This design comes from an exercise in tuning for small area on the open sky130 flow, not from production work. Only simulation tests tie the RTL to the original design; equivalence was not proved. No activity file was given, so power comes from the tool's default toggle rates.

==> flow/design.v <==
`timescale 1ns/1ps
module timer_us
    (
        input  logic        clk,
        input  logic        rst_n,
        output logic [15:0] time_prev
    );
    logic [4:0]  tm_pre;
    logic [16:0] tm_us;
    wire tm_wrap = tm_us[16] & tm_us[15] & tm_us[12] & tm_us[11] & tm_us[8] &
                   tm_us[7] & tm_us[4] & tm_us[3] & tm_us[0] &
                   tm_pre[3] & ~tm_pre[2] & tm_pre[1] & tm_pre[0];
    wire tm_tick = tm_pre[4] & tm_pre[1] & tm_pre[0];
    always_ff @(posedge clk, negedge rst_n) begin
        if (!rst_n) begin
            tm_pre <= 5'd11;
            tm_us  <= 17'd104857;
        end
        else if (tm_wrap) begin
            tm_pre <= 5'd0;
            tm_us  <= 17'd0;
        end
        else if (tm_tick) begin
            tm_pre <= 5'd0;
            tm_us  <= tm_us + 17'd1;
        end
        else begin
            tm_pre <= tm_pre + 5'd1;
        end
    end
    assign time_prev = tm_us[15:0];
endmodule
`timescale 1ns/1ps
module dvs_ravens
    (
        input  logic        clk,
        input  logic        rst_n,
        input  logic [9:0]  aer,
        input  logic        xsel,
        input  logic        req,
        output logic        ack,
        output logic [31:0] ravens_pkt
    );
    logic [15:0] time_prev;
    timer_us TIMER (
        .clk(clk),
        .rst_n(rst_n),
        .time_prev(time_prev)
    );
    logic       req_m, req_s;
    logic       xsel_m, xsel_s;
    logic [9:0] aer_m, aer_s;
    always_ff @(posedge clk, negedge rst_n) begin
        if (!rst_n) begin
            req_m <= 1'b0;
            req_s <= 1'b0;
        end
        else begin
            req_m <= req;
            req_s <= req_m;
        end
    end
    always_ff @(posedge clk) begin
        xsel_m <= xsel;
        xsel_s <= xsel_m;
        aer_m  <= aer;
        aer_s  <= aer_m;
    end
    logic [1:0] rx_st;
    wire rx_samp = (rx_st == 2'd1) | ((rx_st == 2'd0) & req_s & xsel_s);
    always_ff @(posedge clk, negedge rst_n) begin
        if (!rst_n) begin
            rx_st <= 2'd0;
        end
        else begin
            case (rx_st)
                2'd0: rx_st <= req_s ? (xsel_s ? 2'd2 : 2'd1) : 2'd0;
                2'd1: rx_st <= 2'd2;
                2'd2: rx_st <= 2'd3;
                2'd3: rx_st <= req_s ? 2'd3 : 2'd0;
            endcase
        end
    end
    assign ack = rx_st[1];
    logic       row_yok;
    logic [6:0] row_y;
    logic       row_tcap;
    logic [15:0] row_ts;
    always_ff @(posedge clk, negedge rst_n) begin
        if (!rst_n) begin
            row_yok  <= 1'b1;
            row_y    <= 7'd0;
            row_tcap <= 1'b0;
        end
        else begin
            row_tcap <= rx_samp & ~xsel_s;
            if (rx_samp & ~xsel_s) begin
                row_yok <= (aer_s[8:0] < 9'd100);
                row_y   <= aer_s[6:0];
            end
        end
    end
    always_ff @(posedge clk, negedge rst_n) begin
        if (!rst_n) begin
            row_ts <= 16'd0;
        end
        else if (row_tcap) begin
            row_ts <= time_prev;
        end
    end
    wire       ev_ok  = aer_s[0] & (aer_s[9:1] < 9'd100) & row_yok;
    wire [7:0] ev_idx = aer_s[8:1] + {row_y, 1'b0} * 8'd45;
    logic [7:0]  ev_idx_q;
    logic [15:0] ev_ts_q;
    logic        ev_unf;
    always_ff @(posedge clk) begin
        if (rx_samp & xsel_s) begin
            ev_idx_q <= ev_idx;
            ev_ts_q  <= row_ts;
        end
    end
    logic ev_new, ev_done, wr_en;
    logic [1:0]  wp, rp, cur_ptr;
    logic [23:0] slot [0:3];         
    logic [1:0] rd_st;
    logic       new_spike;
    logic [2:0] tx_st;
    wire full     = (wp + 2'd1 == rp);
    wire empty    = (wp == rp);
    wire wr_req   = ev_unf & ~ev_done;
    wire wr_grant = wr_req & ~full;
    wire rdy      = (tx_st == 3'd0) | (tx_st == 3'd1);
    wire rd_grant = rdy & ~wr_req & ~empty;
    wire [1:0] wr_slot = wp + {1'b0, wr_en & ~full};
    always_ff @(posedge clk, negedge rst_n) begin
        if (!rst_n) begin
            ev_new  <= 1'b0;
            ev_unf  <= 1'b0;
            ev_done <= 1'b1;
            wr_en   <= 1'b0;
            wp      <= 2'd0;
            rp      <= 2'd0;
            rd_st   <= 2'd0;
        end
        else begin
            ev_new <= rx_samp & xsel_s;
            if (rx_samp & xsel_s) ev_unf <= ev_ok;
            if (ev_new) ev_done <= 1'b0;
            else if (wr_grant) ev_done <= 1'b1;
            wr_en <= wr_grant;
            if (wr_en & ~full) wp <= wp + 2'd1;
            if (rd_st == 2'd1 && !empty) rp <= rp + 2'd1;
            case (rd_st)
                2'd0: rd_st <= rd_grant ? 2'd1 : 2'd0;
                2'd1: rd_st <= 2'd2;
                default: rd_st <= 2'd0;
            endcase
        end
    end
    wire [1:0] rp_next  = rp + {1'b0, rd_st == 2'd1 && !empty};
    wire       wr_keep  = (wr_slot + 2'd1 != rp_next);
    always_ff @(posedge clk) begin
        if (wr_grant & wr_keep) slot[wr_slot] <= {ev_idx_q, ev_ts_q};
        if (rd_st == 2'd2) cur_ptr <= rp - 2'd1;
    end
    wire [23:0] cur_ev = slot[cur_ptr];
    wire [15:0] sp_ts  = cur_ev[15:0];
    wire [7:0]  sp_idx = cur_ev[23:16];
    localparam TX_WAIT_NEW = 3'd0, TX_WAIT_NEXT = 3'd1, TX_START = 3'd2, TX_RUN = 3'd3, TX_SPIKE = 3'd4;
    logic [15:0] base;
    logic [3:0]  step;
    wire [8:0] step25 = {1'b0, step, 4'b0} + {2'b0, step, 3'b0} + {5'b0, step};
    wire [9:0] seg_lo = {1'b0, base[8:0]} + {1'b0, step25};
    wire       seg_wrap = (&base[15:9]) & seg_lo[9];
    wire [15:0] f_x = (tx_st == TX_WAIT_NEW) ? time_prev : base;
    wire [16:0] f = {1'b0, sp_ts} + {1'b0, ~f_x};
    wire        e_pos = seg_wrap | f[16];
    wire        e_big = (seg_wrap & f[16]) | (f[15:8] != 8'd0);
    logic [3:0] qe;
    always_comb begin
        if (e_big || f[7:0] >= 8'd225) qe = 4'd9;
        else if (f[7:0] >= 8'd200) qe = 4'd8;
        else if (f[7:0] >= 8'd175) qe = 4'd7;
        else if (f[7:0] >= 8'd150) qe = 4'd6;
        else if (f[7:0] >= 8'd125) qe = 4'd5;
        else if (f[7:0] >= 8'd100) qe = 4'd4;
        else if (f[7:0] >= 8'd75)  qe = 4'd3;
        else if (f[7:0] >= 8'd50)  qe = 4'd2;
        else if (f[7:0] >= 8'd25)  qe = 4'd1;
        else qe = 4'd0;
    end
    wire later   = e_pos & (qe >= step);
    wire capped  = (qe == 4'd9);
    wire new_sim = later & capped;
    wire        ts_near = f[16] | (f[15:0] >= 16'd65286);
    always_ff @(posedge clk, negedge rst_n) begin
        if (!rst_n) begin
            tx_st <= TX_WAIT_NEW;
        end
        else begin
            case (tx_st)
                TX_WAIT_NEW:  tx_st <= (new_spike & ts_near) ? TX_START : TX_WAIT_NEW;
                TX_WAIT_NEXT: tx_st <= new_spike ? (later ? TX_RUN : TX_SPIKE) : TX_WAIT_NEXT;
                TX_START:     tx_st <= TX_SPIKE;
                TX_RUN:       tx_st <= new_sim ? TX_WAIT_NEW : TX_SPIKE;
                TX_SPIKE:     tx_st <= TX_WAIT_NEXT;
                default:      tx_st <= TX_WAIT_NEW;
            endcase
        end
    end
    always_ff @(posedge clk, negedge rst_n) begin
        if (!rst_n) begin
            new_spike <= 1'b0;
        end
        else if (rd_st == 2'd2) begin
            new_spike <= 1'b1;
        end
        else if (tx_st == TX_SPIKE) begin
            new_spike <= 1'b0;
        end
    end
    always_ff @(posedge clk) begin
        if (tx_st == TX_RUN) begin
            if (later) step <= capped ? 4'd15 : qe + 4'd1;
        end
        else if (tx_st == TX_START) begin
            base <= sp_ts;
            step <= 4'd0;
        end
    end
    logic [1:0] pkt_hdr;
    logic [7:0] pkt_idx;
    always_ff @(posedge clk, negedge rst_n) begin
        if (!rst_n) begin
            pkt_hdr <= 2'b00;
            pkt_idx <= 8'd0;
        end
        else begin
            case (tx_st)
                TX_SPIKE: begin pkt_hdr <= 2'b00; pkt_idx <= sp_idx; end
                TX_RUN:   begin pkt_hdr <= 2'b01; pkt_idx <= 8'd0; end
                TX_START: begin pkt_hdr <= 2'b10; pkt_idx <= 8'd0; end
                default: ;
            endcase
        end
    end
    assign ravens_pkt = {1'b0, pkt_hdr, 16'd0, pkt_idx, 5'd0};
endmodule
clock: 24.0 ns
lec_check: 0
cap_margin: 20
core_margin: 2
core_utilization: 60
cts_buf_list: sky130_fd_sc_hd__clkbuf_16
cts_cluster_diameter: 100
cts_cluster_size: 25
place_density: 0.75
slew_margin: 20
standard.sh (not shown) runs the stock make flow with config.mk's settings and CLKGATE_MAP_FILE= SYNTH_SCRIPT=/design/flow/synth_recipe.tcl, a recipe that flattens the netlist after the stock synthesis.
==> flow/flow/run.sh <==
#!/bin/bash
# Standard ORFS layout (the standard.sh), with changes to how it is
# made: CTS without dummy loads, the smallest buffer on the ports, and one
# tie cell for the constant outputs.
set -euo pipefail
CTS="-sink_clustering_enable -repair_clock_nets -dont_use_dummy_load -buf_list sky130_fd_sc_hd__clkbuf_16 -sink_clustering_size 30 -sink_clustering_max_diameter 120"
bash standard.sh finish "CTS_ARGS=$CTS" "BUFFER_PORTS_ARGS=-buffer_cell sky130_fd_sc_hd__buf_1" "SKIP_REPAIR_TIE_FANOUT=1" > standard.log 2>&1
Rerun with:
--- a/flow/design.v
+++ b/flow/design.v
@@ -3,31 +3,33 @@
     (
         input  logic        clk,
         input  logic        rst_n,
         output logic [15:0] time_prev
     );
+    localparam logic [4:0] PRE_FIRST = 5'b01100;    
+    localparam logic [4:0] PRE_WRAP  = 5'b00110;    
     logic [4:0]  tm_pre;
     logic [16:0] tm_us;
-    wire tm_wrap = tm_us[16] & tm_us[15] & tm_us[12] & tm_us[11] & tm_us[8] &
-                   tm_us[7] & tm_us[4] & tm_us[3] & tm_us[0] &
-                   tm_pre[3] & ~tm_pre[2] & tm_pre[1] & tm_pre[0];
-    wire tm_tick = tm_pre[4] & tm_pre[1] & tm_pre[0];
-    always_ff @(posedge clk, negedge rst_n) begin
-        if (!rst_n) begin
-            tm_pre <= 5'd11;
+    wire pre_last = ~tm_pre[4] & ~tm_pre[2] & ~tm_pre[0];
+    wire pre_wrap = ~tm_pre[3] & ~tm_pre[0];
+    wire tm_wrap  = tm_us[16] & tm_us[15] & tm_us[12] & tm_us[11] & tm_us[8] &
+                    tm_us[7] & tm_us[4] & tm_us[3] & tm_us[0] & pre_wrap;
+    always_ff @(posedge clk, negedge rst_n) begin
+        if (!rst_n) begin
+            tm_pre <= PRE_WRAP;
             tm_us  <= 17'd104857;
         end
         else if (tm_wrap) begin
-            tm_pre <= 5'd0;
+            tm_pre <= PRE_FIRST;
             tm_us  <= 17'd0;
         end
-        else if (tm_tick) begin
-            tm_pre <= 5'd0;
+        else if (pre_last) begin
+            tm_pre <= PRE_FIRST;
             tm_us  <= tm_us + 17'd1;
         end
         else begin
-            tm_pre <= tm_pre + 5'd1;
+            tm_pre <= {tm_pre[3:0], tm_pre[4] ^ tm_pre[2]};
         end
     end
     assign time_prev = tm_us[15:0];
 endmodule
 `timescale 1ns/1ps
@@ -94,11 +96,11 @@
         end
         else begin
             row_tcap <= rx_samp & ~xsel_s;
             if (rx_samp & ~xsel_s) begin
                 row_yok <= (aer_s[8:0] < 9'd100);
-                row_y   <= aer_s[6:0];
+                row_y   <= aer_s[6:0] * 7'd45;
             end
         end
     end
     always_ff @(posedge clk, negedge rst_n) begin
         if (!rst_n) begin
@@ -107,11 +109,11 @@
         else if (row_tcap) begin
             row_ts <= time_prev;
         end
     end
     wire       ev_ok  = aer_s[0] & (aer_s[9:1] < 9'd100) & row_yok;
-    wire [7:0] ev_idx = aer_s[8:1] + {row_y, 1'b0} * 8'd45;
+    wire [7:0] ev_idx = {aer_s[8:2] + row_y, aer_s[1]};
     logic [7:0]  ev_idx_q;
     logic [15:0] ev_ts_q;
     logic        ev_unf;
     always_ff @(posedge clk) begin
         if (rx_samp & xsel_s) begin
The new run produced a clean layout. First-iteration DRC count shrinks by 2.9%. Worst hold slack is better by 0.077 ns. Setup slack degrades by 0.026 ns. Total power came out lower by 12%. Clock power hardly moves. Utilization climbs by 1.3 points.

[what the ideal ports hide]
In the flow no input, the clock included, has a driving cell. The finished layouts below were timed again as built, in two steps.
Step 1, drivers: a clkbuf_16 drives clk and a buf_2 each remaining input, both assumed.
Step 2 adds t to the input delays and takes it off the output delays; t is the mean of the earliest and latest rising clock arrival at the registers after step 1. Input paths then give back, and output paths get back, about the clock's delay inside the block.
Slacks: ideal ports / drivers / drivers and shift; pairs: ideal ports / drivers.
| run | shift t [ns] | setup WS [ns] | worst setup path after step 2 | latest minus earliest clock arrival (ns) | worst register clock-pin slew, ns |
|---|---|---|---|---|---|
| the first run | 0.481 | 18.113 / 18.072 / 18.170 | register to register | 0.069 / 0.069 | 0.11 / 0.11 |
| the second run | 0.485 | 18.087 / 18.050 / 18.206 | register to register | 0.071 / 0.071 | 0.11 / 0.11 |
After both steps setup and hold are still met in every run listed.
